This is an optimization exercise on Yosys and OpenROAD, whose aim is small area and a short achievable clock period, not a production implementation. In this exercise RTL edits were held to simulation tests only and were not proved equivalent to the original.

==> flow/design.v, too long to show whole: its modules and the start of the top module <==
// module advanced_hybrid_controller_fixed: 205 lines
// module hic_div_a: 527 lines
// module hic_div_b: 322 lines
module advanced_hybrid_controller_fixed (
    input wire clk,
    input wire rst_n,
    input wire start,
    output wire done,
    output reg tile_start,
    input wire tile_done,
    output reg imc_mode,
    output wire simultaneous_rows,
    output wire [63:0] row_mask,
    input wire [15:0] zero_ops_skipped,
    input wire [15:0] total_ops_executed,
    input wire [15:0] imc_energy_savings,
    input wire [7:0] computation_snr,
    output wire dram_cmd_valid,
    output wire [1:0] dram_cmd_type,
    output wire [15:0] dram_cmd_addr,
    output wire [15:0] dram_write_data,
    output wire dram_accumulate_en,
    output wire [3:0] dram_bank_activate,
    output wire dram_simultaneous_access,
    output reg [1:0] precision_mode,
    output wire sparsity_optimize_en,
    output reg adaptive_imc_en,
    output wire [7:0] system_efficiency,
    output reg [15:0] total_energy_saved,
    output reg snr_too_low
);
  // ...
==> flow/flow/run.sh <==
#!/bin/bash
# The standard layout, with three changes:
#  - the port buffers are made from the smallest plain buffer
#    (sky130_fd_sc_hd__buf_1) instead of the delay cell buffer_ports picks on
#    its own; every input and output port still gets its buffer;
#  - the constant outputs share synthesis's single tie cell of each kind
#    instead of getting one tie cell each;
#  - clock tree synthesis adds no dummy loads (the tree is otherwise the
#    standard one: same clustering, clkbuf_8 buffers from config.mk).
set -euo pipefail
export BUFFER_PORTS_ARGS="-buffer_cell sky130_fd_sc_hd__buf_1"
export SKIP_REPAIR_TIE_FANOUT=1
export CTS_ARGS="-sink_clustering_enable -repair_clock_nets -dont_use_dummy_load -buf_list sky130_fd_sc_hd__clkbuf_8"
bash standard.sh > standard_flow.log 2>&1
==> flow/standard.sh <==
#!/bin/bash
# synth_recipe.tcl (not shown) runs the flow's synth.tcl, then flattens the netlist and writes it again
# the make line also repeats each setting of config.mk as NAME=value (left out here)
make -C /OpenROAD-flow-scripts/flow DESIGN_CONFIG=/design/flow/config.mk WORK_HOME=/design/flow/orfs CLKGATE_MAP_FILE= SYNTH_SCRIPT=/design/flow/synth_recipe.tcl "${@:-finish}"
==> flow/config.mk <==
export PLATFORM = sky130hd
export DESIGN_NAME = advanced_hybrid_controller_fixed
export DESIGN_NICKNAME = advanced_hybrid_controller_fixed
export VERILOG_FILES = /design/flow/design.v
export SDC_FILE = /design/flow/constraint.sdc
export NUM_CORES = 4
export LEC_CHECK = 0
export ABC_AREA = 1
export CAP_MARGIN = 20
export CORE_MARGIN = 2
export CORE_UTILIZATION = 80
export CTS_BUF_LIST = sky130_fd_sc_hd__clkbuf_8
export SLEW_MARGIN = 20
==> flow/constraint.sdc <==
create_clock -name core_clock -period 130.0 [get_ports {clk}]
set_input_delay 26.0000 -clock core_clock [delete_from_list [all_inputs] [get_ports {clk}]]
set_output_delay 26.0000 -clock core_clock [all_outputs]
set_load 0.01 [all_outputs]
==> qor.csv, run 1 <==
stage,metric,value,unit
status,status,timing/DRC/antenna clean,
critical_path,startpoint,p_d[2],
critical_path,r2r-start,state[1],
yosys,synthArstFlopShare,31.4,%
final_layout,final_nets,2125,
yosys,synth_edf_count,36,
min_path,min_path_cells,2,
routing,wl_met3,1230,um
final_layout,area_delta_synth_final,1.42,%
global_route,grt_busiest_layer,met2,
sta,fmax,27.8,MHz
final_layout,nMultiInputCombCells,1204,
sta,maxSlewHeadroom,33.5,%
critical_path,critPathCapture,system_efficiency[0],
cts,htreeDepth,4,
critical_path,cp.required,104.00,ns
placed_design,pre_cts_slack,94.47,ns
floorplanning,coreArea,17100,um^2
sta,worst_pin_slew,0.987,ns
final_layout,fillerInstances,1177,
final_layout,num-clock-buffers,17,
sta,fin_crit_sh,27.7,%
floorplanning,tap_cells,225,
critical_path,r2r_end,p_rem[18],
final_layout,multi_input_area,8850,um^2
yosys,synthesis.area,13900,um^2
critical_path,slowest_stage,inv_1,
routing,wl_met2,15800,um
global_route,grt_usage,34.3,%
final_layout,largest_reg_flops,19,
global_route,grt_pass1_vias,10900,
yosys,synth.most_common_cell,nand2_1,
routing,postRouteAntennaNets,0,
final_layout,bufAreaShareNonClock,4.44,%
critical_path,critPathKind,reg2out,
yosys,synth_top_family_by_area,adder cells,
critical_path,crit_path_start_kind,register,
final_layout,clkCellAreaFrac,1.67,%
critical_path,path_delay_family,simple AND/OR/NAND/NOR gates,
global_route,grt_max_degree,39,
==> module advanced_hybrid_controller_fixed, before the edit <==
module advanced_hybrid_controller_fixed (
    input wire clk,
    input wire rst_n,
    input wire start,
    output wire done,
    output reg tile_start,
    input wire tile_done,
    output reg imc_mode,
    output wire simultaneous_rows,
    output wire [63:0] row_mask,
    input wire [15:0] zero_ops_skipped,
    input wire [15:0] total_ops_executed,
    input wire [15:0] imc_energy_savings,
    input wire [7:0] computation_snr,
    output wire dram_cmd_valid,
    output wire [1:0] dram_cmd_type,
    output wire [15:0] dram_cmd_addr,
    output wire [15:0] dram_write_data,
    output wire dram_accumulate_en,
    output wire [3:0] dram_bank_activate,
    output wire dram_simultaneous_access,
    output reg [1:0] precision_mode,
    output wire sparsity_optimize_en,
    output reg adaptive_imc_en,
    output wire [7:0] system_efficiency,
    output reg [15:0] total_energy_saved,
    output reg snr_too_low
);
    localparam SNR_THRESHOLD_LOW = 40;
    localparam SNR_THRESHOLD_HIGH = 80;
    localparam [2:0] S_IDLE    = 3'b000,
                     S_LOAD    = 3'b001,
                     S_ANALYZE = 3'b011,
                     S_COMPUTE = 3'b010,
                     S_STORE   = 3'b110,
                     S_ADAPT   = 3'b111,
                     S_DONE0   = 3'b101,    
                     S_DONE    = 3'b100;
    reg [2:0] state;
    reg [3:0] cycle_count;
    reg [15:0] total_skipped;
    reg [15:0] total_executed;
    reg [6:0] average_snr;       
    reg start_prev;
    reg rows_hi, rows_lo;
    reg cmd_type0, acc_en;
    reg [6:0] eff;
    assign done = (state == S_DONE);
    assign simultaneous_rows = rows_hi;
    assign row_mask = {{32{rows_hi}}, {32{rows_lo}}};
    assign dram_cmd_type = {1'b0, cmd_type0};
    assign dram_cmd_addr = 16'd0;
    assign dram_write_data = 16'd0;
    assign dram_accumulate_en = acc_en;
    assign dram_simultaneous_access = acc_en;
    assign dram_cmd_valid = ((state == S_ANALYZE) & ~cmd_type0) | (state == S_ADAPT);
    assign dram_bank_activate = {4{acc_en | state[2] | state[1]}};
    assign sparsity_optimize_en = 1'b1;
    wire in_compute = (state == S_COMPUTE);
    wire [15:0] div_a = in_compute ? zero_ops_skipped : total_skipped;
    wire [15:0] div_b = in_compute ? total_ops_executed : total_executed;
    wire div_nz = (|div_a) | (|div_b);
    wire [16:0] div_d;
    wire [23:0] div_rem;
    wire [2:0] div_qh;
    hic_div_a u_div_a (.a(div_a), .b(div_b), .d(div_d), .rem(div_rem), .qh(div_qh));
    reg [16:0] p_d;
    reg [20:2] p_rem;
    reg [2:0] p_qh;
    reg p_nz;
    always @(posedge clk) begin
        p_d <= div_d;
        p_rem <= div_rem[20:2];
        p_qh <= div_qh;
        p_nz <= div_nz;
    end
    wire [3:0] div_ql;
    hic_div_b u_div_b (.d(p_d), .rem({3'd0, p_rem, 2'b00}), .ql(div_ql));
    wire [6:0] q = {p_qh, div_ql};
    reg show_new;
    assign system_efficiency = {1'b0, show_new ? q : eff};
    wire ratio_gt60 = p_nz & (q > 7'd60);
    wire ratio_gt30 = p_nz & (q > 7'd30);
    function [15:0] radd16;
        input [15:0] x;
        input [15:0] y;
        integer k;
        reg c;
        begin
            c = 1'b0;
            for (k = 0; k < 16; k = k + 1) begin
                radd16[k] = x[k] ^ y[k] ^ c;
                c = (x[k] & y[k]) | (c & (x[k] ^ y[k]));
            end
        end
    endfunction
    function [7:0] radd8;
        input [7:0] x;
        input [7:0] y;
        integer k;
        reg c;
        begin
            c = 1'b0;
            for (k = 0; k < 8; k = k + 1) begin
                radd8[k] = x[k] ^ y[k] ^ c;
                c = (x[k] & y[k]) | (c & (x[k] ^ y[k]));
            end
        end
    endfunction
    wire [7:0] snr_sum = radd8({1'b0, average_snr}, computation_snr);
    always @(posedge clk) begin
        if (state == S_IDLE) begin
            cycle_count <= 0;
            total_skipped <= 0;
            total_executed <= 0;
            average_snr <= 100;
        end
        if (in_compute && tile_done) begin
            total_skipped <= radd16(total_skipped, zero_ops_skipped);
            total_executed <= radd16(total_executed, total_ops_executed);
            if (imc_mode) average_snr <= snr_sum[7:1];
        end
        if (state == S_ADAPT) cycle_count <= cycle_count + 1;
    end
    always @(posedge clk or negedge rst_n) begin
        if (!rst_n) begin
            state <= S_IDLE;
            precision_mode <= 2'b10;
            adaptive_imc_en <= 1;
            total_energy_saved <= 0;
            eff <= 0;
            show_new <= 0;
            snr_too_low <= 0;
            start_prev <= 0;
            tile_start <= 0;
            imc_mode <= 0;
            rows_hi <= 0;
            rows_lo <= 0;
            cmd_type0 <= 0;
            acc_en <= 0;
        end else begin
            start_prev <= start;
            show_new <= in_compute & tile_done & div_nz;
            if (show_new) eff <= q;
            tile_start <= 0;
            case (state)
                S_IDLE: begin
                    if (start) state <= S_LOAD;
                end
                S_LOAD: begin
                    cmd_type0 <= 0;
                    state <= S_ANALYZE;
                end
                S_ANALYZE: begin
                    if (adaptive_imc_en) begin
                        if (ratio_gt60 && average_snr > SNR_THRESHOLD_LOW) begin
                            imc_mode <= 1;
                            rows_hi <= 1;
                            rows_lo <= 1;
                        end else if (ratio_gt30 && average_snr > SNR_THRESHOLD_HIGH) begin
                            imc_mode <= 1;
                            rows_hi <= 0;
                            rows_lo <= 1;
                        end else begin
                            imc_mode <= 0;
                        end
                    end else begin
                        imc_mode <= 1;
                    end
                    tile_start <= 1;
                    state <= S_COMPUTE;
                end
                S_COMPUTE: begin
                    if (tile_done) begin
                        if (imc_mode) begin
                            total_energy_saved <= radd16(total_energy_saved, imc_energy_savings);
                            snr_too_low <= (computation_snr < SNR_THRESHOLD_LOW);
                        end
                        state <= S_STORE;
                    end
                end
                S_STORE: begin
                    cmd_type0 <= 1;
                    acc_en <= 1;
                    state <= S_ADAPT;
                end
                S_ADAPT: begin
                    if (snr_too_low) begin
                        if (precision_mode != 0)
                            precision_mode <= precision_mode - 1;
                        else
                            adaptive_imc_en <= 0;
                    end
                    if (cycle_count > 10) state <= S_DONE0;
                    else state <= S_ANALYZE;
                end
                S_DONE0, S_DONE: begin
                    if (!start && start_prev) state <= S_IDLE;
                    else state <= S_DONE;
                end
                default: state <= S_IDLE;
            endcase
        end
    end
endmodule
==> run 2: changes to the inputs <==
--- a/flow/design.v
+++ b/flow/design.v
@@ -79,3 +79,3 @@
     wire [6:0] q = {p_qh, div_ql};
-    reg show_new;
+    wire show_new = (state == S_STORE) & p_nz;
     assign system_efficiency = {1'b0, show_new ? q : eff};
@@ -131,3 +131,2 @@
             eff <= 0;
-            show_new <= 0;
             snr_too_low <= 0;
@@ -142,3 +141,2 @@
             start_prev <= start;
-            show_new <= in_compute & tile_done & div_nz;
             if (show_new) eff <= q;
==> run 2 against run 1 <==
Still clean; routed wire length fell by 3.3%; die area fell by 0.89%; synthesized cell count fell by 1.1%; clock skew rose by 0.0025 ns; core utilization rose by 1.4 points; global-route usage fell by 0.44 points; register-to-register slack got worse by 0.49 ns; flip-flop and latch count fell by 1; critical endpoint unchanged; largest cell class unchanged.
==> qor.csv, run 2 <==
stage,metric,value,unit,change
min_path,hold_class,reg2reg,,
sta,maxSlewHeadroom,28.3,%,-5.3 points
critical_path,critPathArrivalTime,9.11,ns,
routing,wl_per_cell,14.9,um,
global_route,grt_pass1_vias,11200,,+2.7%
routing,via_per_inst,5.55,,
global_route,grt_pass1_wl,49600,um,
critical_path,cpPeakStageDelay,0.65,ns,
sta,fin_crit_sh,27.0,%,-0.71 points
final_layout,reg_top3,"p_rem (19), p_d (17)",,
cts,cts_resized,0,,
routing,vias,11100,,
status,status,timing/DRC/antenna clean,,
cts,clockRootBuffer,clkbuf_8,,
critical_path,cp.required,104.00,ns,about the same
cts,clkSinkCount,120,,
floorplanning,io_pins,198,,
yosys,synth_area_leaders,"ha_1, fa_1, nand2_1",,
floorplanning,die_h,135,um,
final_layout,diodes,0,,
critical_path,crit_path_start_kind,register,,
global_route,grt_max_degree,39,,unchanged
final_layout,final_core_util,83.5,%,
placed_design,dpl_cell_area,13700,um^2,
sta,hold_ws,0.477,ns,
global_route,antenna_found_initial,0,,
floorplanning,start_util,82.2,%,
yosys,yosysTopAreaCell,ha_1,,
critical_path,critPathBufInv,8,,
job,drv_cap,0,,
sta,setup_viol,0,,
final_layout,final_cell_mix,"nand2_1, inv_1, ha_1",,
cts,htreeDepth,4,,unchanged
cts,tritoncts,built,,
sta,rsz0062_at_grt,false,,
critical_path,cp-end-kind,output port,,
sta,min_period,35.11,ns,
critical_path,path_delay_family,simple AND/OR/NAND/NOR gates,,
yosys,seq_area_frac_synth,21.5,%,
sta,fmax,28.5,MHz,+2.6%
sta,maxSlewViolCount,0,,
routing,first_pass_iters,7,,
global_route,use_met1,41.4,%,
cts,cts-buffers-inserted,17,,
critical_path,path_max_fanout,33,,
global_route,met2_usage,60.6,%,
sta,finalSetupTns,0,ns,
global_route,use_met3,4.28,%,
cts,cts_setup_buffers,0,,
cts,path_clk_slew,0.08,ns,
floorplanning,rows,47,,
yosys,ys_types,52,,
routing,routed_wl,29800,um,
global_route,grt_usage,33.9,%,-0.44 points
yosys,synthArstFlopShare,30.8,%,-0.57 points
critical_path,path_common_cell,nand2_1,,
critical_path,slowest_stage,inv_1,,
sta,worst_pin_slew,1.07,ns,+0.0882 ns
global_route,grt-ovfl-total,0,,
yosys,syn_avg_cell_area,7.94,um^2,
final_layout,drive_above_1_share,4.73,%,
sta,finalHoldViolations,0,,
cts,clockBufferDepth,2,,
routing,drc,0,,
yosys,synth.most_common_cell,nand2_1,,
cts,clock_latency,0.45,ns,
final_layout,area_delta_synth_final,1.52,%,
final_layout,largest_reg_flops,19,,unchanged
placed_design,port_buffers,162,,
critical_path,critPathKind,reg2out,,
placed_design,place_hpwl,24500,um,
yosys,synth_top_cell_area_share,15.2,%,
floorplanning,die_width,135,um,
routing,drt-initial-drc-count,586,,
yosys,synth_seq_cells,120,,
sta,clock_skew,0.0425,ns,
final_layout,top_register,p_rem,,
yosys,yosysWarnings,1,,
yosys,synthesis.area,13700,um^2,-0.91%
yosys,synthTopCellsByCount,"nand2_1, inv_1, ha_1",,
placed_design,globalplace.congestion,0.943,,
yosys,synth_edf_count,36,,unchanged
final_layout,final_common_cell,nand2_1,,
final_layout,final_nets,2108,,-0.80%
final_layout,fin_area,13900,um^2,
final_layout,fillerInstances,1117,,-5.1%
yosys,synthCells,1729,,
yosys,synth_fp_nets,2058,,
cts,cts_hold_buf,0,,
floorplanning,die_area,18200,um^2,
yosys,synth_ff_type,dfxtp_1,,
routing,postRouteAntennaNets,0,,unchanged
floorplanning,coreArea,16700,um^2,-2.4%
global_route,grt_busiest_layer,met2,,
run 2: logic make-up after synthesis:
kind of cell	synth area share [%]
xor+xnor	5.29
other cells	0.0547
fa+ha+maj	30.1
compound gates	11.0
buf+inv	14.7
simple gates	17.4
flops	21.5
run 2: layout make-up:
type	count	area, um^2	area share [%]
clock buffer	17	234	1.68
sequential	120	2950	21.2
timing repair buffer	166	639	4.59
tap	220	275	1.97
multi-input combinational	1185	8750	62.8
inverter	289	1080	7.78
run 2: per-layer routing:
| layer | part of all wire, % | wire [um] |
|---|---|---|
| met2 | 51 | 15300 |
| met1 | 41 | 12100 |
| met5 | 0 | 0 |
| met4 | 2.9 | 858 |
| met3 | 5.2 | 1560 |
run 2: through the flow:
step	instances	worst slack [ns]
final	1997	94.89
after detailed placement	1980	94.81
after global routing	1997	94.04
after CTS	1997	94.95
after global placement	1980	95.06
after floorplan	1729	96.28
run 2: path summary, 6_finish.rpt:
check | endpoint | cells past startpoint | startpoint | slack [ns]
hold / removal | adaptive_imc_en | 2 | adaptive_imc_en | 0.48
max in group asynchronous | total_energy_saved[10] | 1 | rst_n | 103.75
hold reg to reg | adaptive_imc_en | 2 | adaptive_imc_en | 0.48
min in group asynchronous | total_energy_saved[2] | 1 | rst_n | 25.66
setup / recovery | system_efficiency[0] | 46 | p_d[4] | 94.89
setup reg to reg | p_rem[5] | 53 | state[1] | 119.27
run 2: tightest hold or removal path: stages (launching register included):
cell	delay, ns
dfstp_2	0.39
inv_1	0.05
a31oi_1	0.04
==> run 3: changes to the inputs <==
--- a/flow/config.mk
+++ b/flow/config.mk
@@ -8,3 +8,3 @@
 export ABC_AREA = 1
-export CAP_MARGIN = 20
+export CAP_MARGIN = 60
 export CORE_MARGIN = 2
==> run 3 against run 2 <==
Synthesized cell count is the same; cell count up 1.2%; fmax increased by 1.2%; register-to-register slack improved by 0.54 ns.
==> qor.csv, run 3 <==
stage,metric,value,unit,change
yosys,synth_fp_nets,2058,,unchanged
final_layout,final_nets,2131,,+1.1%
cts,cts-buffers-inserted,17,,unchanged
global_route,antenna_found_initial,0,,unchanged
global_route,grt_pass1_wl,50300,um,+1.5%
final_layout,fillerInstances,1033,,-7.5%
sta,setup_viol,0,,unchanged
cts,path_clk_slew,0.08,ns,about the same
sta,min_period,34.69,ns,-0.413 ns
cts,cts_resized,0,,unchanged
placed_design,port_buffers,162,,unchanged
critical_path,slowest_stage,fa_1,,
sta,clock_skew,0.0443,ns,+0.00183 ns
critical_path,cp.required,104.00,ns,about the same
sta,rsz0062_at_grt,false,,
yosys,yosysTopAreaCell,ha_1,,
final_layout,final_cell_mix,"nand2_1, inv_1, ha_1",,
sta,fmax,28.8,MHz,+1.2%
cts,clkSinkCount,120,,unchanged
sta,finalSetupTns,0,ns,unchanged
global_route,grt_pass1_vias,11200,,+0.089%
cts,cts_setup_buffers,0,,unchanged
critical_path,cp-end-kind,output port,,
placed_design,globalplace.congestion,0.943,,unchanged
yosys,synthArstFlopShare,30.8,%,unchanged
cts,htreeDepth,4,,unchanged
cts,clockBufferDepth,2,,unchanged
status,status,timing/DRC/antenna clean,,
routing,vias,11200,,+0.98%
final_layout,fin_cells,2020,,+1.2%
cts,tritoncts,built,,
yosys,synth_top_cell_area_share,15.2,%,unchanged
critical_path,path_common_cell,nand2_1,,
final_layout,drive_above_1_share,5.83,%,+1.1 points
yosys,synth.most_common_cell,nand2_1,,
critical_path,critPathKind,reg2out,,
final_layout,diodes,0,,unchanged
yosys,yosysWarnings,1,,unchanged
yosys,synth_edf_count,36,,unchanged
routing,postRouteAntennaNets,0,,unchanged
critical_path,path_max_fanout,24,,-27%
yosys,syn_avg_cell_area,7.94,um^2,unchanged
floorplanning,die_area,18200,um^2,unchanged
floorplanning,rows,47,,unchanged
final_layout,top_register,p_rem,,
sta,fin_ws,95.31,ns,+0.413 ns
global_route,grt-ovfl-total,0,,unchanged
global_route,grt_usage,34.6,%,+0.74 points
routing,routed_wl,30600,um,+2.7%
routing,via_per_inst,5.54,,-0.17%
final_layout,reg_top3,"p_rem (19), p_d (17)",,
cts,clock_latency,0.46,ns,about the same
routing,first_pass_iters,5,,-2
critical_path,path_delay_family,simple AND/OR/NAND/NOR gates,,
critical_path,critPathBufInv,10,,+2
sta,finalHoldViolations,0,,unchanged
cts,cts_hold_buf,0,,unchanged
min_path,hold_class,reg2reg,,
cts,clockRootBuffer,clkbuf_8,,
sta,maxSlewViolCount,0,,unchanged
final_layout,final_common_cell,nand2_1,,
yosys,synth_seq_cells,120,,unchanged
sta,fin_crit_sh,26.7,%,-0.32 points
global_route,grt_max_degree,39,,unchanged
yosys,ys_types,52,,unchanged
floorplanning,die_width,135,um,unchanged
yosys,synthTopCellsByCount,"nand2_1, inv_1, ha_1",,
routing,wl_per_cell,15.2,um,+1.6%
yosys,synthesis.area,13700,um^2,unchanged
floorplanning,start_util,82.2,%,unchanged
final_layout,largest_reg_flops,19,,unchanged
floorplanning,coreArea,16700,um^2,unchanged
final_layout,multi_input_area,8750,um^2,unchanged
placed_design,placed_cells,2002,,+1.1%
job,drv_cap,0,,unchanged
floorplanning,io_pins,198,,unchanged
yosys,seq_area_frac_synth,21.5,%,unchanged
yosys,synth_area_leaders,"ha_1, fa_1, nand2_1",,
yosys,synth_ff_type,dfxtp_1,,
critical_path,crit_path_start_kind,register,,
yosys,synthCells,1729,,unchanged
final_layout,area_delta_synth_final,3.11,%,
critical_path,cpPeakStageDelay,0.44,ns,-0.21 ns
final_layout,regArea,2950,um^2,unchanged
placed_design,place_hpwl,24700,um,+0.98%
floorplanning,die_h,135,um,unchanged
routing,drt-initial-drc-count,581,,-0.85%
final_layout,final_core_util,84.8,%,+1.3 points
sta,maxSlewHeadroom,62.1,%,+34 points
sta,worst_pin_slew,0.562,ns,-0.513 ns
routing,drc,0,,unchanged
critical_path,critPathArrivalTime,8.69,ns,-0.42 ns
placed_design,pre_cts_slack,95.29,ns,+0.476 ns
## run 3: changes by cell type in the layout (fill, tap and decap cells not counted), moves of 2 or more
cell and delta:
buf_1 +2, buf_2 +7, buf_6 +8, buf_8 +2
clkdlybuf4s15_2 +2
## run 3: metal layers
metal | up-vias | GRT usage, % | wire length, um
met3 | 86 | 5.26 | 1600
li1 | 5502 | - | -
met4 | 0 | 14.4 | 977
met1 | 5235 | 41.6 | 12400
met5 | - | 0 | 0
met2 | 373 | 62.2 | 15700
## run 3: area by class of cell
cell class | count | area share (%)
Multi-Input combinational cell | 1185 | 61.8
Tap cell | 220 | 1.94
Timing Repair Buffer | 189 | 6.05
Clock buffer | 17 | 1.65
Inverter | 289 | 7.66
Sequential cell | 120 | 20.8
## run 3: through the flow
step                      cell area [um^2]  hold WS (ns)
after floorplan                      13700         0.453
after global placement               13700         0.449
after detailed placement             13900         0.458
after CTS                            14200         0.470
after global routing                 14200         0.481
final                                14200         0.472
## run 3: final timing paths
kind | start | endpoint | slack (ns) | cells after the start
min in group asynchronous | rst_n | eff[0] | 25.46 | 1
max in group asynchronous | rst_n | precision_mode[1] | 103.99 | 2
hold / removal | adaptive_imc_en | adaptive_imc_en | 0.47 | 2
hold reg to reg | adaptive_imc_en | adaptive_imc_en | 0.47 | 2
setup / recovery | p_d[4] | system_efficiency[0] | 95.31 | 49
setup reg to reg | state[2] | p_rem[5] | 119.81 | 54
## run 3: cells by family after synthesis
| logic type | synth area share, % |
|---|---|
| fa+ha+maj | 30.1 |
| xor+xnor | 5.29 |
| flops | 21.5 |
| compound gates | 11.0 |
| buf+inv | 14.7 |
| simple gates | 17.4 |
| other cells | 0.0547 |
## run 3: tightest hold or removal path: stages (launching register included)
cell and delay (ns):
dfstp_2 0.39, inv_1 0.05, a31oi_1 0.04
==> run 4: changes to the inputs <==
--- a/flow/config.mk
+++ b/flow/config.mk
@@ -8,3 +8,3 @@
 export ABC_AREA = 1
-export CAP_MARGIN = 60
+export CAP_MARGIN = 20
 export CORE_MARGIN = 2
@@ -12,2 +12,2 @@
 export CTS_BUF_LIST = sky130_fd_sc_hd__clkbuf_8
-export SLEW_MARGIN = 20
+export SLEW_MARGIN = 75
==> run 4 against run 3 <==
Worst hold slack better by 0.0011 ns; non-clock buffer count shrank 20; synthesized cell count is the same; routed wire length grew 2.2%; critical path type is now in2reg.
==> qor.csv, run 4 <==
stage,metric,value,unit,change
status,status,timing/DRC/antenna clean,,
critical_path,cp-end-kind,register,,
yosys,synth_edf_count,36,,unchanged
critical_path,crit_path_start_kind,primary input,,
cts,tritoncts,built,,
yosys,yosysTopAreaCell,ha_1,,
routing,via_per_inst,5.67,,+2.3%
routing,first_pass_iters,6,,+1
critical_path,startpoint,zero_ops_skipped[2],,
yosys,synth_seq_cells,120,,unchanged
job,drv_cap,0,,unchanged
yosys,synth_area_leaders,"ha_1, fa_1, nand2_1",,
sta,fin_ws,95.89,ns,+0.580 ns
critical_path,cp.required,130.34,ns,+26.34 ns
min_path,hold_class,reg2reg,,
cts,clockBufferDepth,2,,unchanged
routing,postRouteAntennaNets,0,,unchanged
final_layout,final_nets,2111,,-0.94%
floorplanning,start_util,82.2,%,unchanged
yosys,seq_area_frac_synth,21.5,%,unchanged
critical_path,r2r_slack,120.16,ns,+0.35 ns
cts,clock_latency,0.46,ns,about the same
final_layout,multi_input_area,8900,um^2,+1.7%
critical_path,rr_worst_depth,56,,+3.7%
floorplanning,coreArea,16700,um^2,unchanged
routing,drt-initial-drc-count,712,,+23%
final_layout,area_delta_synth_final,3.20,%,about the same
sta,fmax,29.3,MHz,+1.7%
cts,path_clk_slew,0.08,ns,about the same
routing,wl_per_cell,15.6,um,+3.2%
cts,clkSinkCount,120,,unchanged
final_layout,reg_top3,"p_rem (19), p_d (17)",,
routing,routed_wl,31300,um,+2.2%
yosys,synthTopCellsByCount,"nand2_1, inv_1, ha_1",,
global_route,grt_max_degree,39,,unchanged
placed_design,pre_cts_slack,95.19,ns,-0.0990 ns
sta,maxSlewViolCount,0,,unchanged
global_route,grt-ovfl-total,0,,unchanged
yosys,synthesis.area,13700,um^2,unchanged
final_layout,drive_above_1_share,7.02,%,+1.2 points
final_layout,top_register,p_rem,,
critical_path,cpPeakStageDelay,0.61,ns,+0.17 ns
global_route,antenna_found_initial,0,,unchanged
cts,htreeDepth,4,,unchanged
placed_design,placed_cells,1982,,-1.0%
floorplanning,die_area,18200,um^2,unchanged
critical_path,r2r_end,p_rem[9],,
floorplanning,io_pins,198,,unchanged
cts,clockRootBuffer,clkbuf_8,,
placed_design,port_buffers,162,,unchanged
yosys,ys_types,52,,unchanged
cts,cts_resized,0,,unchanged
placed_design,dpl_cell_area,13900,um^2,-0.48%
critical_path,slowest_stage,fa_1,,
critical_path,r2r-start,state[1],,
final_layout,largest_reg_flops,19,,unchanged
yosys,synthCells,1729,,unchanged
yosys,synth_top_cell_area_share,15.2,%,unchanged
critical_path,critPathKind,in2reg,,
critical_path,path_common_cell,nand2_1,,
min_path,min_from,total_energy_saved[15],,
critical_path,path_max_fanout,18,,-25%
yosys,yosysWarnings,1,,unchanged
placed_design,globalplace.congestion,0.943,,unchanged
sta,setup_viol,0,,unchanged
global_route,grt_pass1_vias,11400,,+0.93%
global_route,grt_usage,35.0,%,+0.38 points
sta,min_period,34.11,ns,-0.580 ns
yosys,synth.most_common_cell,nand2_1,,
sta,rsz0062_at_grt,false,,
cts,cts_hold_buf,0,,unchanged
yosys,syn_avg_cell_area,7.94,um^2,unchanged
sta,finalSetupTns,0,ns,unchanged
routing,drc,0,,unchanged
yosys,synthArstFlopShare,30.8,%,unchanged
floorplanning,die_h,135,um,unchanged
sta,fin_crit_sh,26.2,%,-0.45 points
placed_design,place_hpwl,24900,um,+0.82%
final_layout,fillerInstances,1027,,-0.58%
final_layout,fin_cells,2000,,-0.99%
final_layout,final_common_cell,nand2_1,,
cts,cts_setup_buffers,0,,unchanged
cts,cts-buffers-inserted,17,,unchanged
final_layout,fin_area,14200,um^2,about the same
global_route,grt_pass1_wl,51000,um,+1.3%
sta,finalHoldViolations,0,,unchanged
min_path,min_path_cells,1,,-1
floorplanning,rows,47,,unchanged
yosys,synth_fp_nets,2058,,unchanged
sta,clock_skew,0.0444,ns,+0.0000307 ns
final_layout,diodes,0,,unchanged
critical_path,critPathArrivalTime,34.46,ns,+25.77 ns
final_layout,regArea,2960,um^2,+0.25%
final_layout,final_cell_mix,"nand2_1, inv_1, ha_1",,
yosys,synth_ff_type,dfxtp_1,,
routing,vias,11300,,+1.3%
critical_path,critPathCapture,p_rem[9],,
floorplanning,die_width,135,um,unchanged
-- run 4: cell types whose count changed in the layout (fill, tap and decap cells not counted), moves of 7 or more --
cell	change
buf_2	-7
buf_6	-7
inv_1	-7
o21ai_0	-32
o21ai_1	+18
o21ai_2	+11
-- run 4: how the worst min path moves through the flow --
stage	to	slack (ns)
3_5_place_dp	adaptive_imc_en	0.46
3_3_place_gp	adaptive_imc_en	0.45
4_1_cts	total_energy_saved[15]	0.48
5_1_grt	total_energy_saved[15]	0.50
2_1_floorplan	adaptive_imc_en	0.45
6_report	total_energy_saved[15]	0.47
-- run 4: stage by stage --
| step | hold slack [ns] | util [%] |
|---|---|---|
| finish | 0.474 | 84.8 |
| global route | 0.501 | 84.8 |
| CTS | 0.476 | 84.3 |
| detailed placement | 0.455 | 82.9 |
| global placement | 0.449 | 82.1 |
| floorplan | 0.453 | - |
-- run 4: final cells by class --
type | count | share of cell area, %
sequential | 120 | 20.9
tap | 220 | 1.94
inverter | 289 | 7.76
timing repair buffer | 169 | 4.95
clock buffer | 17 | 1.65
multi-input combinational | 1185 | 62.8
-- run 4: kinds of logic after synthesis --
group	synth area share, %
fa+ha+maj	30.1
flops	21.5
other cells	0.0547
compound gates	11.0
buf+inv	14.7
simple gates	17.4
xor+xnor	5.29
-- run 4: layer usage --
metal  GRT usage, %  up-vias  share of wire (%)
li1               -     5478                  -
met1           42.2     5362                 40
met2           62.6      407                 51
met3           4.43       90                5.3
met4           16.3        0                3.7
met5              0        -                  0
-- run 4: critical path: cells and delay by family --
kind | cells | cell delay, ns
AND/OR/NAND/NOR | 16 | 1.43
buffers and inverters | 11 | 1.57
AO/OA/AOI/OAI | 18 | 3.37
adder cells (fa/ha/maj) | 5 | 1.93
XOR/XNOR | 1 | 0.15
==> run 5: changes to the inputs <==
--- a/flow/config.mk
+++ b/flow/config.mk
@@ -12,2 +12,2 @@
 export CTS_BUF_LIST = sky130_fd_sc_hd__clkbuf_8
-export SLEW_MARGIN = 75
+export SLEW_MARGIN = 88
==> run 5 against run 4 <==
The flow now stops in detailed placement (3_5_place_dp); synthesized cell count did not move; area after synthesis did not move.
==> qor.csv, run 5 <==
stage,metric,value,unit,change
floorplanning,die_h,135,um,unchanged
yosys,yosysTopAreaCell,ha_1,,
yosys,seq_area_frac_synth,21.5,%,unchanged
yosys,synth_edf_count,36,,unchanged
yosys,synth.most_common_cell,nand2_1,,
floorplanning,io_pins,198,,unchanged
yosys,synthArstFlopShare,30.8,%,unchanged
yosys,synth_area_leaders,"ha_1, fa_1, nand2_1",,
yosys,yosysWarnings,1,,unchanged
yosys,ys_types,52,,unchanged
status,haltStage,detailed placement (3_5_place_dp),,
status,status,did not finish,,
placed_design,place_hpwl,49400,um,+98%
yosys,synth_fp_nets,2058,,unchanged
floorplanning,rows,47,,unchanged
yosys,synth_ff_type,dfxtp_1,,
placed_design,globalplace.congestion,0.943,,unchanged
floorplanning,start_util,82.2,%,unchanged
floorplanning,die_width,135,um,unchanged
yosys,synth_seq_cells,120,,unchanged
yosys,synthesis.area,13700,um^2,unchanged
yosys,synthCells,1729,,unchanged
yosys,synthTopCellsByCount,"nand2_1, inv_1, ha_1",,
yosys,synth_top_cell_area_share,15.2,%,unchanged
status,error,[ERROR DPL-0033] detailed placement checks failed during check placement.,,
yosys,syn_avg_cell_area,7.94,um^2,unchanged
placed_design,port_buffers,162,,unchanged
==> run 5: cell counts after synthesis <==
No cell type changed its count.
==> run 5: worst min path at each step <==
stage	slack (ns)	startpoint	end	cells after the start
floorplan	0.45	adaptive_imc_en	adaptive_imc_en	2
global placement	0.45	adaptive_imc_en	adaptive_imc_en	2
==> run 5: cells by family after synthesis <==
logic type	count (synthesis)	synth area share, %
other cells	2	0.0547
simple gates	568	17.4
buf+inv	424	14.7
compound gates	263	11.0
flops	120	21.5
fa+ha+maj	269	30.1
xor+xnor	83	5.29
==> run 5: stage by stage <==
step / setup slack (ns) / hold WS [ns] / cells
3_3_place_gp: 95.06 / 0.449 / 1980
2_1_floorplan: 96.28 / 0.453 / 1729
==> run 6: changes to the inputs <==
--- a/flow/config.mk
+++ b/flow/config.mk
@@ -12,2 +12,2 @@
 export CTS_BUF_LIST = sky130_fd_sc_hd__clkbuf_8
-export SLEW_MARGIN = 88
+export SLEW_MARGIN = 65
==> run 6 against run 5 <==
Now clean on timing, DRC and antenna; synthesized cell count stayed put; area after synthesis stayed put.
==> qor.csv, run 6 <==
stage,metric,value,unit,change
yosys,synth_top_cell_area_share,15.2,%,unchanged
yosys,synthCells,1729,,unchanged
critical_path,critPathBufInv,8,,
routing,drt-initial-drc-count,726,,
cts,tritoncts,built,,
cts,cts_resized,0,,
critical_path,r2r_end,p_rem[5],,
placed_design,port_buffers,162,,unchanged
critical_path,cpPeakStageDelay,0.45,ns,
final_layout,reg_top3,"p_rem (19), p_d (17)",,
floorplanning,coreArea,16700,um^2,
final_layout,final_nets,2109,,
min_path,min_path_cells,1,,
global_route,grt_pass1_wl,50200,um,
yosys,syn_avg_cell_area,7.94,um^2,unchanged
sta,finalSetupTns,0,ns,
cts,clock_latency,0.46,ns,
global_route,grt-ovfl-total,0,,
critical_path,path_max_fanout,33,,
cts,clockBufferDepth,2,,
routing,drc,0,,
critical_path,r2r-start,state[1],,
status,status,timing/DRC/antenna clean,,
sta,rsz0062_at_grt,false,,
critical_path,critPathArrivalTime,8.39,ns,
critical_path,rr_worst_depth,54,,
final_layout,drive_above_1_share,5.74,%,
yosys,synthArstFlopShare,30.8,%,unchanged
final_layout,final_cell_mix,"nand2_1, inv_1, ha_1",,
yosys,synth_edf_count,36,,unchanged
min_path,min_to,total_energy_saved[15],,
floorplanning,die_area,18200,um^2,
global_route,antenna_found_initial,0,,
min_path,hold_class,reg2reg,,
floorplanning,io_pins,198,,unchanged
routing,via_per_inst,5.53,,
yosys,seq_area_frac_synth,21.5,%,unchanged
critical_path,critPathKind,reg2out,,
cts,cts_setup_buffers,0,,
cts,clockRootBuffer,clkbuf_8,,
yosys,synthesis.area,13700,um^2,unchanged
final_layout,diodes,0,,
sta,fin_crit_sh,26.5,%,
critical_path,path_delay_family,simple AND/OR/NAND/NOR gates,,
cts,htreeDepth,4,,
critical_path,crit_path_start_kind,register,,
floorplanning,die_width,135,um,unchanged
floorplanning,die_h,135,um,unchanged
yosys,yosysTopAreaCell,ha_1,,
yosys,synthTopCellsByCount,"nand2_1, inv_1, ha_1",,
sta,min_period,34.39,ns,
sta,finalHoldViolations,0,,
routing,routed_wl,30100,um,
yosys,synth_area_leaders,"ha_1, fa_1, nand2_1",,
global_route,grt_max_degree,39,,
yosys,synth_ff_type,dfxtp_1,,
critical_path,r2r_slack,119.78,ns,
yosys,synth.most_common_cell,nand2_1,,
critical_path,path_common_cell,nand2_1,,
cts,path_clk_slew,0.08,ns,
cts,cts-buffers-inserted,17,,
min_path,min_from,total_energy_saved[15],,
yosys,synth_fp_nets,2058,,unchanged
floorplanning,start_util,82.2,%,unchanged
cts,cts_hold_buf,0,,
global_route,grt_usage,34.3,%,
global_route,grt_pass1_vias,11100,,
floorplanning,rows,47,,unchanged
critical_path,slowest_stage,fa_1,,
placed_design,globalplace.congestion,0.943,,unchanged
final_layout,area_delta_synth_final,1.99,%,
sta,setup_viol,0,,
job,drv_cap,0,,
routing,vias,11100,,
critical_path,cp.required,104.00,ns,
final_layout,top_register,p_rem,,
final_layout,largest_reg_flops,19,,
sta,fmax,29.1,MHz,
yosys,yosysWarnings,1,,unchanged
cts,clkSinkCount,120,,
yosys,ys_types,52,,unchanged
routing,postRouteAntennaNets,0,,
yosys,synth_seq_cells,120,,unchanged
routing,wl_per_cell,15.1,um,
routing,first_pass_iters,5,,
sta,maxSlewViolCount,0,,
critical_path,cp-end-kind,output port,,
placed_design,place_hpwl,24400,um,-51%
critical_path,startpoint,p_d[4],,
final_layout,final_common_cell,nand2_1,,
sta,clock_skew,0.0421,ns,
run 6: cell counts after synthesis:
No cell type changed its count.
run 6: how the worst max path moves through the flow:
stage | depth (start not counted) | slack (ns) | to
floorplan | 46 | 96.28 | p_rem[10]
finish | 47 | 95.61 | system_efficiency[0]
CTS | 50 | 95.46 | system_efficiency[0]
detailed placement | 48 | 95.12 | p_rem[9]
global placement | 45 | 95.06 | p_rem[5]
global route | 49 | 94.64 | p_rem[9]
run 6: per-layer routing:
metal,routed length [um],global-route usage [%],vias up
met1,12500,42.9,5211
met5,0,0,-
li1,-,-,5474
met3,1370,3.75,63
met4,796,12.9,0
met2,15400,61.5,308
run 6: cells by family after synthesis:
group	share of synthesized area (%)
AO/OA/AOI/OAI	11.0
buffers and inverters	14.7
AND/OR/NAND/NOR	17.4
flip-flops	21.5
XOR/XNOR	5.29
other	0.0547
adder cells (fa/ha/maj)	30.1
run 6: worst reg2reg max path, delay by kind of cell, from the launching register on:
| kind | cells | cell delay, ns |
|---|---|---|
| DFF | 1 | 0.44 |
| and+or+nand+nor | 21 | 2.26 |
| buffers and inverters | 8 | 1.81 |
| adders and majority gates | 4 | 1.40 |
| AOI/OAI and AO/OA | 21 | 4.17 |
run 6: per-stage QoR:
stage	utilization, %	hold WS, ns	instances	worst slack [ns]	cell area (um^2)
after global placement	82.1	0.449	1980	95.06	13700
final	83.8	0.473	1998	95.61	14000
after CTS	83.7	0.472	1998	95.46	14000
after floorplan	-	0.453	1729	96.28	13700
after detailed placement	82.3	0.459	1981	95.12	13700
after global routing	83.8	0.486	1998	94.64	14000
run 6: final cells by class:
type	count	area, um^2
flip-flops and latches	120	2950
fillers	1065	2700
well taps	220	275
repair buffers	167	656
clock buffers	17	234
multi-input cells	1185	8800
inverters	289	1090
==> run 7: changes to the inputs <==
--- a/flow/config.mk
+++ b/flow/config.mk
@@ -12,2 +12,2 @@
 export CTS_BUF_LIST = sky130_fd_sc_hd__clkbuf_8
-export SLEW_MARGIN = 65
+export SLEW_MARGIN = 80
==> run 7 against run 6 <==
Still clean on timing, DRC and antenna; clock skew decreased by 0.0081 ns; first-iteration DRC count fell by 13%; sequential share of layout area decreased by 0.68 points; critical endpoint is now p_rem[9].
==> qor.csv, run 7 <==
stage,metric,value,unit,change
sta,min_period,34.16,ns,-0.238 ns
global_route,grt_pass1_wl,51200,um,+2.0%
routing,vias,11300,,+2.1%
placed_design,dpl_cell_area,14100,um^2,+2.6%
routing,first_pass_iters,5,,unchanged
routing,drc,0,,unchanged
cts,clockBufferDepth,2,,unchanged
final_layout,reg_top3,"p_rem (19), p_d (17)",,
sta,fin_crit_sh,26.3,%,-0.18 points
yosys,synthArstFlopShare,30.8,%,unchanged
final_layout,fin_cells,2007,,+0.45%
yosys,synth_area_leaders,"ha_1, fa_1, nand2_1",,
sta,maxSlewViolCount,0,,unchanged
critical_path,critPathArrivalTime,34.50,ns,+26.11 ns
cts,cts_setup_buffers,0,,unchanged
placed_design,place_hpwl,25100,um,+2.9%
yosys,synth_fp_nets,2058,,unchanged
yosys,synthTopCellsByCount,"nand2_1, inv_1, ha_1",,
critical_path,path_max_fanout,25,,-24%
routing,postRouteAntennaNets,0,,unchanged
sta,fin_ws,95.84,ns,+0.238 ns
final_layout,top_register,p_rem,,
floorplanning,die_width,135,um,unchanged
global_route,grt_pass1_vias,11300,,+2.2%
sta,clock_skew,0.0341,ns,-0.00805 ns
routing,via_per_inst,5.62,,+1.6%
global_route,grt_max_degree,35,,-10%
global_route,antenna_found_initial,0,,unchanged
yosys,synth_top_cell_area_share,15.2,%,unchanged
critical_path,path_common_cell,nand2_1,,
yosys,yosysTopAreaCell,ha_1,,
yosys,synth_edf_count,36,,unchanged
status,status,timing/DRC/antenna clean,,
final_layout,final_cell_mix,"nand2_1, inv_1, ha_1",,
critical_path,critPathKind,in2reg,,
yosys,synth_seq_cells,120,,unchanged
final_layout,diodes,0,,unchanged
placed_design,globalplace.congestion,0.943,,unchanged
cts,clkSinkCount,120,,unchanged
global_route,grt-ovfl-total,0,,unchanged
yosys,syn_avg_cell_area,7.94,um^2,unchanged
cts,clockRootBuffer,clkbuf_8,,
yosys,yosysWarnings,1,,unchanged
critical_path,cp.required,130.34,ns,+26.34 ns
yosys,seq_area_frac_synth,21.5,%,unchanged
floorplanning,coreArea,16700,um^2,unchanged
final_layout,area_delta_synth_final,5.56,%,
placed_design,pre_cts_slack,95.24,ns,+0.117 ns
final_layout,final_common_cell,nand2_1,,
sta,rsz0062_at_grt,false,,
routing,drt-initial-drc-count,635,,-13%
cts,clock_latency,0.46,ns,about the same
critical_path,cpPeakStageDelay,0.54,ns,+0.09 ns
cts,cts-buffers-inserted,17,,unchanged
placed_design,port_buffers,162,,unchanged
sta,finalHoldViolations,0,,unchanged
sta,hold_ws,0.468,ns,-0.00530 ns
global_route,grt_usage,35.2,%,+0.89 points
final_layout,final_core_util,86.8,%,+2.9 points
cts,cts_hold_buf,0,,unchanged
final_layout,largest_reg_flops,19,,unchanged
critical_path,crit_path_start_kind,primary input,,
cts,cts_resized,0,,unchanged
cts,htreeDepth,4,,unchanged
critical_path,r2r_slack,120.09,ns,+0.31 ns
yosys,synthesis.area,13700,um^2,unchanged
final_layout,final_nets,2118,,+0.43%
yosys,synthCells,1729,,unchanged
floorplanning,die_h,135,um,unchanged
job,drv_cap,0,,unchanged
cts,tritoncts,built,,
sta,fmax,29.3,MHz,+0.70%
final_layout,drive_above_1_share,9.01,%,+3.3 points
routing,routed_wl,31700,um,+5.3%
final_layout,fin_area,14500,um^2,+3.5%
floorplanning,start_util,82.2,%,unchanged
sta,finalSetupTns,0,ns,unchanged
yosys,synth_ff_type,dfxtp_1,,
cts,path_clk_slew,0.08,ns,about the same
routing,wl_per_cell,15.8,um,+4.8%
floorplanning,io_pins,198,,unchanged
critical_path,slowest_stage,fa_1,,
critical_path,cp-end-kind,register,,
placed_design,placed_cells,1987,,+0.30%
yosys,ys_types,52,,unchanged
min_path,hold_class,reg2reg,,
floorplanning,rows,47,,unchanged
yosys,synth.most_common_cell,nand2_1,,
sta,setup_viol,0,,unchanged
floorplanning,die_area,18200,um^2,unchanged
## run 7: cell counts after synthesis
No cell type changed its count.
## run 7: kinds of logic (layout without fill, tap and decap cells)
kind of cell	after synthesis	after routing	share of synthesized area [%]
and+or+nand+nor	568	568	17.4
buffers and inverters	424	482	14.7
DFF	120	120	21.5
adders and majority gates	269	269	30.1
AOI/OAI and AO/OA	263	263	11.0
other	2	2	0.0547
xor gates and xnor gates	83	83	5.29
## run 7: cell type report
class,instances,area [um^2]
Clock buffer,17,234
Multi-Input combinational cell,1185,9120
Tap cell,220,275
Sequential cell,120,2960
Inverter,289,1110
Timing Repair Buffer,176,800
Fill cell,946,2210
## run 7: layer usage
metal,track usage [%],vias up,wire [um]
li1,-,5490,-
met1,42.1,5314,12500
met2,63.6,408,16600
met3,4.95,76,1590
met4,15.0,0,1000
met5,0,-,0
## run 7: worst paths after layout
path | start | to | cells past startpoint
min in group asynchronous | rst_n | total_energy_saved[2] | 1
min reg2reg | adaptive_imc_en | adaptive_imc_en | 2
max | zero_ops_skipped[1] | p_rem[9] | 52
max in group asynchronous | rst_n | precision_mode[1] | 2
min | adaptive_imc_en | adaptive_imc_en | 2
max reg2reg | state[1] | p_rem[9] | 58
## run 7: critical path, delay by kind of cell
kind | cells | cell delay (ns)
buffers and inverters | 10 | 1.62
AND/OR/NAND/NOR | 18 | 1.80
adder cells (fa/ha/maj) | 4 | 1.57
AO/OA/AOI/OAI | 20 | 3.48
==> run 8: changes to the inputs <==
--- a/flow/config.mk
+++ b/flow/config.mk
@@ -8,3 +8,3 @@
 export ABC_AREA = 1
-export CAP_MARGIN = 20
+export CAP_MARGIN = 40
 export CORE_MARGIN = 2
==> run 8 against run 7 <==
Still clean; setup slack is the same; design area stayed put; cell count unchanged; synthesized cell count did not move; flip-flop and latch count is the same; routed wire length unchanged; first-iteration DRC count did not move; clock skew unchanged; largest cell class unchanged.
==> qor.csv, run 8 <==
stage,metric,value,unit,change
yosys,synth_ff_type,dfxtp_1,,
final_layout,area_delta_synth_final,5.56,%,unchanged
floorplanning,die_h,135,um,unchanged
routing,routed_wl,31700,um,unchanged
yosys,synthTopCellsByCount,"nand2_1, inv_1, ha_1",,
yosys,seq_area_frac_synth,21.5,%,unchanged
job,drv_cap,0,,unchanged
critical_path,slowest_stage,fa_1,,
final_layout,reg_top3,"p_rem (19), p_d (17)",,
floorplanning,start_util,82.2,%,unchanged
cts,cts_setup_buffers,0,,unchanged
yosys,synth_top_cell_area_share,15.2,%,unchanged
yosys,synth_area_leaders,"ha_1, fa_1, nand2_1",,
placed_design,globalplace.congestion,0.943,,unchanged
placed_design,place_hpwl,25100,um,unchanged
final_layout,final_nets,2118,,unchanged
min_path,hold_class,reg2reg,,
floorplanning,die_area,18200,um^2,unchanged
final_layout,top_register,p_rem,,
status,status,timing/DRC/antenna clean,,
final_layout,fin_cells,2007,,unchanged
sta,finalSetupTns,0,ns,unchanged
final_layout,final_cell_mix,"nand2_1, inv_1, ha_1",,
sta,hold_ws,0.468,ns,unchanged
routing,drc,0,,unchanged
yosys,synthCells,1729,,unchanged
critical_path,cp-end-kind,register,,
critical_path,path_delay_family,compound AO/OA/AOI/OAI gates,,
critical_path,path_common_cell,nand2_1,,
routing,via_per_inst,5.62,,unchanged
global_route,grt_usage,35.2,%,unchanged
routing,drt-initial-drc-count,635,,unchanged
yosys,yosysTopAreaCell,ha_1,,
global_route,grt_pass1_wl,51200,um,unchanged
global_route,grt_pass1_vias,11300,,unchanged
final_layout,regArea,2960,um^2,unchanged
cts,htreeDepth,4,,unchanged
sta,rsz0062_at_grt,false,,
routing,wl_per_cell,15.8,um,unchanged
cts,clkSinkCount,120,,unchanged
placed_design,port_buffers,162,,unchanged
routing,postRouteAntennaNets,0,,unchanged
sta,finalHoldViolations,0,,unchanged
cts,clockRootBuffer,clkbuf_8,,
critical_path,cpPeakStageDelay,0.54,ns,about the same
final_layout,final_common_cell,nand2_1,,
cts,clock_latency,0.46,ns,about the same
floorplanning,rows,47,,unchanged
cts,cts-buffers-inserted,17,,unchanged
sta,fmax,29.3,MHz,unchanged
floorplanning,die_width,135,um,unchanged
global_route,grt_max_degree,35,,unchanged
cts,cts_hold_buf,0,,unchanged
floorplanning,coreArea,16700,um^2,unchanged
yosys,synth_seq_cells,120,,unchanged
cts,cts_resized,0,,unchanged
critical_path,critPathKind,in2reg,,
routing,wl_met2,16600,um,unchanged
routing,routed.top_layer,met4,,
cts,tritoncts,built,,
routing,first_pass_iters,5,,unchanged
sta,maxSlewViolCount,0,,unchanged
final_layout,drive_above_1_share,9.01,%,unchanged
yosys,synthArstFlopShare,30.8,%,unchanged
placed_design,placed_cells,1987,,unchanged
routing,m1WireLength,12500,um,unchanged
routing,vias,11300,,unchanged
global_route,grt-ovfl-total,0,,unchanged
sta,fin_crit_sh,26.3,%,unchanged
final_layout,fillerInstances,946,,unchanged
final_layout,multi_input_area,9120,um^2,unchanged
yosys,synth_edf_count,36,,unchanged
final_layout,diodes,0,,unchanged
yosys,syn_avg_cell_area,7.94,um^2,unchanged
cts,clockBufferDepth,2,,unchanged
routing,wl_met3,1590,um,unchanged
yosys,yosysWarnings,1,,unchanged
critical_path,crit_path_start_kind,primary input,,
final_layout,largest_reg_flops,19,,unchanged
yosys,synth.most_common_cell,nand2_1,,
cts,path_clk_slew,0.08,ns,about the same
sta,setup_viol,0,,unchanged
critical_path,cp.required,130.34,ns,about the same
yosys,synthesis.area,13700,um^2,unchanged
sta,clock_skew,0.0341,ns,unchanged
yosys,synth_fp_nets,2058,,unchanged
critical_path,path_max_fanout,25,,unchanged
yosys,ys_types,52,,unchanged
critical_path,critPathBufInv,10,,unchanged
sta,min_period,34.16,ns,unchanged
floorplanning,io_pins,198,,unchanged
global_route,antenna_found_initial,0,,unchanged
critical_path,critPathArrivalTime,34.50,ns,about the same
-- run 8: tightest hold or removal path: stages, from the launching register on --
cell,delay [ns]
dfstp_2,0.39
inv_1,0.05
a31oi_1,0.03
-- run 8: final cells by class --
| class | instances | share of cell area [%] |
|---|---|---|
| clock buffers | 17 | 1.61 |
| inverters | 289 | 7.64 |
| multi-input cells | 1185 | 62.9 |
| flip-flops and latches | 120 | 20.4 |
| well taps | 220 | 1.90 |
| repair buffers | 176 | 5.52 |
-- run 8: cells by family after synthesis --
group / share of synthesized area (%)
XOR/XNOR: 5.29
AND/OR/NAND/NOR: 17.4
other: 0.0547
adder cells (fa/ha/maj): 30.1
flip-flops: 21.5
AO/OA/AOI/OAI: 11.0
buffers and inverters: 14.7
-- run 8: metrics by stage --
stage / setup WS [ns] / util [%] / area [um^2]
floorplan: 96.28 / - / 13700
finish: 95.84 / 86.8 / 14500
detailed placement: 95.24 / 84.4 / 14100
global placement: 95.06 / 82.1 / 13700
global route: 95.02 / 86.8 / 14500
CTS: 95.64 / 85.8 / 14300
-- run 8: path summary, 6_finish.rpt --
check                               startpoint  slack (ns)  cells past startpoint                     to
max reg2reg                           state[1]      120.09                     58               p_rem[9]
min in group asynchronous                rst_n       25.36                      1  total_energy_saved[2]
max                        zero_ops_skipped[1]       95.84                     52               p_rem[9]
min                            adaptive_imc_en        0.47                      2        adaptive_imc_en
max in group asynchronous                rst_n      104.22                      2      precision_mode[1]
min reg2reg                    adaptive_imc_en        0.47                      2        adaptive_imc_en
-- run 8: per-layer routing --
metal  GRT usage, %  vias up
met2           63.6      408
met3           4.95       76
met1           42.1     5314
met4           15.0        0
met5              0        -
li1               -     5490
==> run 9: changes to the inputs <==
--- a/flow/config.mk
+++ b/flow/config.mk
@@ -8,3 +8,3 @@
 export ABC_AREA = 1
-export CAP_MARGIN = 40
+export CAP_MARGIN = 20
 export CORE_MARGIN = 2
@@ -12,2 +12,2 @@
 export CTS_BUF_LIST = sky130_fd_sc_hd__clkbuf_8
-export SLEW_MARGIN = 80
+export SLEW_MARGIN = 55
==> run 9 against run 8 <==
Still clean; highest routed layer unchanged; largest cell class unchanged; clock-buffer cell count did not move; via count shrank 0.37%; global-route usage is 0.68 points lower.
==> qor.csv, run 9 <==
stage,metric,value,unit,change
global_route,grt-ovfl-total,0,,unchanged
final_layout,reg_top3,"p_rem (19), p_d (17)",,
cts,clockBufferDepth,2,,unchanged
final_layout,drive_above_1_share,5.34,%,-3.7 points
critical_path,slowest_stage,fa_1,,
placed_design,globalplace.congestion,0.943,,unchanged
critical_path,crit_path_start_kind,register,,
routing,routed_wl,30600,um,-3.6%
cts,cts_setup_buffers,0,,unchanged
final_layout,area_delta_synth_final,1.71,%,
cts,htreeDepth,4,,unchanged
sta,rsz0062_at_grt,false,,
status,status,timing/DRC/antenna clean,,
cts,cts_resized,0,,unchanged
final_layout,final_cell_mix,"nand2_1, inv_1, ha_1",,
routing,wl_per_cell,15.3,um,-3.2%
critical_path,path_max_fanout,33,,+32%
yosys,yosysWarnings,1,,unchanged
sta,worst_pin_slew,0.601,ns,
yosys,synth_ff_type,dfxtp_1,,
critical_path,cpPeakStageDelay,0.47,ns,-0.07 ns
routing,vias,11200,,-0.37%
cts,path_clk_slew,0.08,ns,about the same
critical_path,cp-end-kind,output port,,
floorplanning,die_width,135,um,unchanged
min_path,hold_class,reg2reg,,
sta,maxSlewHeadroom,59.9,%,
sta,setup_viol,0,,unchanged
final_layout,final_common_cell,nand2_1,,
yosys,synth_area_leaders,"ha_1, fa_1, nand2_1",,
routing,first_pass_iters,5,,unchanged
sta,fmax,28.9,MHz,-1.4%
global_route,grt_pass1_vias,11200,,-0.92%
yosys,yosysTopAreaCell,ha_1,,
placed_design,place_hpwl,24500,um,-2.5%
yosys,syn_avg_cell_area,7.94,um^2,unchanged
floorplanning,die_area,18200,um^2,unchanged
routing,postRouteAntennaNets,0,,unchanged
global_route,antenna_found_initial,0,,unchanged
sta,finalSetupTns,0,ns,unchanged
yosys,synth_seq_cells,120,,unchanged
critical_path,critPathKind,reg2out,,
sta,hold_ws,0.473,ns,+0.00502 ns
cts,tritoncts,built,,
yosys,synth_fp_nets,2058,,unchanged
floorplanning,start_util,82.2,%,unchanged
sta,fin_crit_sh,26.6,%,+0.37 points
floorplanning,io_pins,198,,unchanged
yosys,synth_edf_count,36,,unchanged
yosys,seq_area_frac_synth,21.5,%,unchanged
global_route,use_met3,4.28,%,-0.68 points
cts,cts-buffers-inserted,17,,unchanged
routing,via_per_inst,5.63,,about the same
sta,min_period,34.63,ns,+0.477 ns
final_layout,final_nets,2109,,-0.42%
routing,drc,0,,unchanged
yosys,synthCells,1729,,unchanged
yosys,synthTopCellsByCount,"nand2_1, inv_1, ha_1",,
placed_design,port_buffers,162,,unchanged
global_route,grt_usage,34.6,%,-0.68 points
cts,clkSinkCount,120,,unchanged
cts,clock_latency,0.46,ns,about the same
critical_path,critPathArrivalTime,8.63,ns,-25.87 ns
yosys,synthArstFlopShare,30.8,%,unchanged
critical_path,cp.required,104.00,ns,-26.34 ns
yosys,synthesis.area,13700,um^2,unchanged
cts,cts_hold_buf,0,,unchanged
final_layout,diodes,0,,unchanged
sta,clock_skew,0.0449,ns,+0.0108 ns
critical_path,path_common_cell,nand2_1,,
global_route,use_met1,42.5,%,+0.37 points
floorplanning,rows,47,,unchanged
global_route,grt_pass1_wl,50400,um,-1.7%
global_route,grt_max_degree,39,,+11%
routing,drt-initial-drc-count,550,,-13%
sta,maxSlewViolCount,0,,unchanged
yosys,synth_top_cell_area_share,15.2,%,unchanged
global_route,met2_usage,62.0,%,-1.6 points
final_layout,final_core_util,83.6,%,-3.2 points
final_layout,top_register,p_rem,,
cts,clockRootBuffer,clkbuf_8,,
final_layout,fillerInstances,1105,,+17%
yosys,ys_types,52,,unchanged
global_route,grt_busiest_layer,met2,,
floorplanning,die_h,135,um,unchanged
yosys,synth.most_common_cell,nand2_1,,
job,drv_cap,0,,unchanged
floorplanning,coreArea,16700,um^2,unchanged
sta,finalHoldViolations,0,,unchanged
final_layout,largest_reg_flops,19,,unchanged
## run 9: worst max-delay path, delay by kind of cell (launching register included)
family | cells | cell delay [ns]
flip-flops | 1 | 0.40
AO/OA/AOI/OAI | 9 | 1.57
AND/OR/NAND/NOR | 29 | 3.15
buffers and inverters | 8 | 1.43
adder cells (fa/ha/maj) | 4 | 1.56
## run 9: area by class of cell
type                            instances  area (um^2)  share of cell area [%]
Sequential cell                       120         2950                    21.1
Clock buffer                           17          234                    1.68
Multi-Input combinational cell       1185         8760                    62.8
Inverter                              289         1080                    7.77
Tap cell                              220          275                    1.97
Timing Repair Buffer                  167          653                    4.68
## run 9: stage by stage
stage          setup slack [ns]  instance area [um^2]  cells
2_1_floorplan             96.28                 13700   1729
3_3_place_gp              95.06                 13700   1980
3_5_place_dp              95.05                 13700   1980
4_1_cts                   95.21                 13900   1997
5_1_grt                   94.54                 14000   1998
6_report                  95.37                 14000   1998
## run 9: metal layers
layer	routed length, um	share of wire, %
met1	12600	41
met2	15700	51
met3	1450	4.7
met4	879	2.9
met5	0	0
## run 9: cells by family after synthesis
group,Yosys count,share of synthesized area [%]
flops,120,21.5
simple gates,568,17.4
buf+inv,424,14.7
other cells,2,0.0547
fa+ha+maj,269,30.1
compound gates,263,11.0
xor+xnor,83,5.29
## run 9: final timing paths
check | from | endpoint | slack [ns] | cells past startpoint
min in group asynchronous | rst_n | total_energy_saved[2] | 25.52 | 1
min reg2reg | adaptive_imc_en | adaptive_imc_en | 0.47 | 2
max | p_d[4] | system_efficiency[0] | 95.37 | 50
min | adaptive_imc_en | adaptive_imc_en | 0.47 | 2
max in group asynchronous | rst_n | state[0] | 104.11 | 1
max reg2reg | state[2] | p_rem[5] | 119.61 | 53

re-timing with driven ports:
How much do the figures lean on ideal ports? The routed layouts below were timed once more, with nothing changed but the port constraints.
Step 1 assumes that a clkbuf_16 drives the clock port and a buf_2 every other input.
Step 2 moves the port delays by t, midway between the first and last clock arrival at a register: inputs arrive t later, outputs are due t later. That takes back most of the time a late clock gives input paths.
a / b / c = ideal ports / drivers / drivers and shift; a / b = the first two.
run	shift t [ns]	setup slack, ns	worst setup path at the end	slew at the worst register clock pin (ns)	cell pins on the clock port's net
run 1	0.493	93.971 / 93.925 / 94.418	register to output	0.09 / 0.09	1
run 2	0.476	94.893 / 94.849 / 94.680	input to register	0.08 / 0.08	1
run 3	0.483	95.307 / 95.263 / 95.175	input to register	0.09 / 0.09	1
run 4	0.478	95.886 / 95.900 / 95.429	input to register	0.09 / 0.09	1
run 6	0.487	95.607 / 95.565 / 95.155	input to register	0.09 / 0.09	1
run 7	0.494	95.845 / 95.869 / 95.375	input to register	0.09 / 0.09	1
run 8	0.494	95.845 / 95.869 / 95.375	input to register	0.09 / 0.09	1
run 9	0.484	95.368 / 95.323 / 95.021	input to register	0.09 / 0.09	1
After both steps setup and hold are still met in every run listed.
